This design comes from an exercise in tuning for small area, a short achievable clock period and few clock cycles per item on the open sky130 flow, not from production work.
RTL that was checked went through simulation tests only; none was proved equivalent to the original.

== old ==
==> module divider, before the edit <==
module divider(quotient, remainder, done, divisor, dividend, start, clk, rst);
    output reg [31:0] quotient, remainder;
    input [31:0] divisor, dividend;
    input start, clk, rst;
    output done;
    reg        busy, align;
    reg [4:0]  za_r;     
    reg [4:0]  sh;       
    reg [31:0] B;        
    function [4:0] lzc;
        input [31:0] x;
        reg [15:0] v0; reg [15:0] z0;
        reg [7:0]  v1; reg [15:0] z1;
        reg [3:0]  v2; reg [11:0] z2;
        reg [1:0]  v3; reg [7:0]  z3;
        integer i;
        begin
            for (i = 0; i < 16; i = i + 1) begin
                v0[i] = x[2*i+1] | x[2*i];
                z0[i] = ~x[2*i+1];
            end
            for (i = 0; i < 8; i = i + 1) begin
                v1[i] = v0[2*i+1] | v0[2*i];
                z1[2*i +: 2] = v0[2*i+1] ? {1'b0, z0[2*i+1]} : {1'b1, z0[2*i]};
            end
            for (i = 0; i < 4; i = i + 1) begin
                v2[i] = v1[2*i+1] | v1[2*i];
                z2[3*i +: 3] = v1[2*i+1] ? {1'b0, z1[4*i+2 +: 2]} : {1'b1, z1[4*i +: 2]};
            end
            for (i = 0; i < 2; i = i + 1) begin
                v3[i] = v2[2*i+1] | v2[2*i];
                z3[4*i +: 4] = v2[2*i+1] ? {1'b0, z2[6*i+3 +: 3]} : {1'b1, z2[6*i +: 3]};
            end
            lzc = v3[1] ? {1'b0, z3[7:4]} : {1'b1, z3[3:0]};
        end
    endfunction
    wire [4:0] za = lzc(dividend);
    wire [4:0] zb = lzc(divisor);
    function gt5;
        input [4:0] x, y;
        reg [4:0] g, e;
        integer i;
        begin
            g = x & ~y;
            e = ~(x ^ y);
            gt5 = g[4] | (e[4] & (g[3] | (e[3] & (g[2] | (e[2] & (g[1] | (e[1] & g[0])))))));
        end
    endfunction
    wire quick = gt5(za, zb) | ~(|divisor);
    wire [4:0] s = sh - za_r;
    wire [31:0] B1 = s[0] ? {B[30:0], 1'b0} : B;
    wire [31:0] B2 = s[1] ? {B1[29:0], 2'b0} : B1;
    wire [31:0] B4 = s[2] ? {B2[27:0], 4'b0} : B2;
    wire [31:0] B8 = s[3] ? {B4[23:0], 8'b0} : B4;
    wire [31:0] Ba = s[4] ? {B8[15:0], 16'b0} : B8;
    wire [32:0] diff = {1'b0, remainder} - {1'b0, B};
    wire        qbit = ~diff[32];
    assign done = ~busy;
    always_ff @(posedge clk, negedge rst) begin
        if (~rst) begin
            busy <= 1'b0;
            align <= 1'b0;
        end else if (busy) begin
            align <= 1'b0;
            busy <= align | (sh != 5'd0);
        end else begin
            busy <= start & ~quick;
            align <= start & ~quick;
        end
    end
    always_ff @(posedge clk) begin
        if (busy) begin
            if (align) begin
                B <= Ba;
                sh <= s;
            end else begin
                B <= B >> 1;
                sh <= sh - 5'd1;
                quotient <= {quotient[30:0], qbit};
                if (qbit) remainder <= diff[31:0];
            end
        end else begin
            B <= divisor;
            sh <= zb;
            za_r <= za;
            if (start) begin
                quotient <= 32'd0;
                remainder <= dividend;
            end
        end
    end
endmodule
==> flow/config.mk <==
export PLATFORM = sky130hd
export DESIGN_NAME = divider
export DESIGN_NICKNAME = divider
export VERILOG_FILES = /design/flow/design.v
export SDC_FILE = /design/flow/constraint.sdc
export NUM_CORES = 4
export LEC_CHECK = 0
export ABC_AREA = 1
export CAP_MARGIN = 20
export CORE_MARGIN = 2
export CORE_UTILIZATION = 40
export PLACE_DENSITY = 0.6
export SETUP_SLACK_MARGIN = 2.5
export SLEW_MARGIN = 20
export BUFFER_PORTS_ARGS = -buffer_cell sky130_fd_sc_hd__buf_1
==> flow/constraint.sdc <==
create_clock -name core_clock -period 5.0 [get_ports {clk}]
set_input_delay 1.0000 -clock core_clock [delete_from_list [all_inputs] [get_ports {clk}]]
set_output_delay 1.0000 -clock core_clock [all_outputs]
set_load 0.01 [all_outputs]
standard.sh (not shown) runs the stock make flow with config.mk's settings and CLKGATE_MAP_FILE= SYNTH_SCRIPT=/design/flow/synth_recipe.tcl, a recipe that flattens the netlist after the stock synthesis.
==> flow/flow/run.sh <==
#!/bin/bash
# Own layout flow: the standard synthesis unchanged, then the standard ORFS
# steps with a few extra ORFS settings (flow/extra.mk) appended to config.mk
# after synthesis, so that synthesis is exactly the standard flow's.
set -euo pipefail
here="$(pwd)"
bash standard.sh synth > "$here/log_synth.txt" 2>&1
cat flow/extra.mk >> config.mk
bash standard.sh > "$here/log_layout.txt" 2>&1
==> flow/flow/extra.mk <==
export BUFFER_PORTS_ARGS = -buffer_cell sky130_fd_sc_hd__buf_1
Inputs modified between old and new:
==> flow/design.v <==
module divider(quotient, remainder, done, divisor, dividend, start, clk, rst);
    output reg [31:0] quotient, remainder;
    input [31:0] divisor, dividend;
    input start, clk, rst;
    output done;
    reg        busy, align;
    reg [4:0]  za_r;     
    reg [4:0]  sh;       
    reg [31:0] B;        
    function [4:0] lzc;
        input [31:0] x;
        reg [15:0] v0; reg [15:0] z0;
        reg [7:0]  v1; reg [15:0] z1;
        reg [3:0]  v2; reg [11:0] z2;
        reg [1:0]  v3; reg [7:0]  z3;
        integer i;
        begin
            for (i = 0; i < 16; i = i + 1) begin
                v0[i] = x[2*i+1] | x[2*i];
                z0[i] = ~x[2*i+1];
            end
            for (i = 0; i < 8; i = i + 1) begin
                v1[i] = v0[2*i+1] | v0[2*i];
                z1[2*i +: 2] = v0[2*i+1] ? {1'b0, z0[2*i+1]} : {1'b1, z0[2*i]};
            end
            for (i = 0; i < 4; i = i + 1) begin
                v2[i] = v1[2*i+1] | v1[2*i];
                z2[3*i +: 3] = v1[2*i+1] ? {1'b0, z1[4*i+2 +: 2]} : {1'b1, z1[4*i +: 2]};
            end
            for (i = 0; i < 2; i = i + 1) begin
                v3[i] = v2[2*i+1] | v2[2*i];
                z3[4*i +: 4] = v2[2*i+1] ? {1'b0, z2[6*i+3 +: 3]} : {1'b1, z2[6*i +: 3]};
            end
            lzc = v3[1] ? {1'b0, z3[7:4]} : {1'b1, z3[3:0]};
        end
    endfunction
    function [31:0] smear;
        input [31:0] x;
        integer i;
        begin
            smear = x;
            for (i = 1; i < 32; i = i * 2)
                smear = smear | (smear >> i);
        end
    endfunction
    wire quick = (|(divisor & ~smear(dividend))) | ~(|divisor);
    wire [4:0] s = sh - za_r;
    wire [31:0] B1 = s[0] ? {B[30:0], 1'b0} : B;
    wire [31:0] B2 = s[1] ? {B1[29:0], 2'b0} : B1;
    wire [31:0] B4 = s[2] ? {B2[27:0], 4'b0} : B2;
    wire [31:0] B8 = s[3] ? {B4[23:0], 8'b0} : B4;
    wire [31:0] Ba = s[4] ? {B8[15:0], 16'b0} : B8;
    wire [32:0] diff = {1'b0, remainder} - {1'b0, B};
    wire        qbit = ~diff[32];
    assign done = ~busy;
    always_ff @(posedge clk, negedge rst) begin
        if (~rst) begin
            busy <= 1'b0;
            align <= 1'b0;
        end else if (busy) begin
            align <= 1'b0;
            busy <= align | (sh != 5'd0);
        end else begin
            busy <= start & ~quick;
            align <= start & ~quick;
        end
    end
    always_ff @(posedge clk) begin
        if (busy) begin
            if (align) begin
                B <= Ba;
                sh <= s;
            end else begin
                B <= B >> 1;
                sh <= sh - 5'd1;
                quotient <= {quotient[30:0], qbit};
                if (qbit) remainder <= diff[31:0];
            end
        end else begin
            B <= divisor;
            sh <= lzc(divisor);
            za_r <= lzc(dividend);
            if (start) begin
                quotient <= 32'd0;
                remainder <= dividend;
            end
        end
    end
endmodule
Notes after the runs:
new was carried through to the last stage, and its layout satisfied the timing, design-rule and antenna checks. Re total congestion overflow after global routing: no difference whatsoever between old and new. [compare] base=old new=new: number of flip-flops and latches did not really move. Of the two values seen for slowest library cell on the worst path, edfxtp_1 was produced by old and fa_2 by new. Changes observed in new relative to old: share of the yosys chip area belonging to registers fell 2.6 points, final instance area saw a decrease, max-cap check violation count about even, fraction of the cycle the final worst path needs down 2.2 points. new ended up with a higher delay contributed by the slowest stage of the critical path than old did.
Testbench counts of new, summed over its fixed seeds: cycles 15,180, items 2,048.
For old, only the layout was checked, not whether the RTL still works.

==> re-timing with driven ports <==
How much do the figures lean on ideal ports? The routed layouts below were timed once more, with nothing changed but the port constraints.
Step 1 assumes that a clkbuf_16 drives the clock port and a buf_2 every other input.
Step 2 moves the port delays by t, midway between the first and last clock arrival at a register: inputs arrive t later, outputs are due t later. That takes back most of the time a late clock gives input paths.
a / b / c = ideal / step 1 / step 2; a / b = the first two.
run	t, ns	slack for setup (ns)	worst slew at a driven data input, ns
old	0.414	2.396 / 2.396 / 2.077	0.07
new	0.418	2.508 / 2.508 / 2.221	0.08
After both steps every run listed still meets setup and hold. The setup slack of old, which loses most, moves by 0.000 ns with the drivers and by -0.319 ns with both steps.
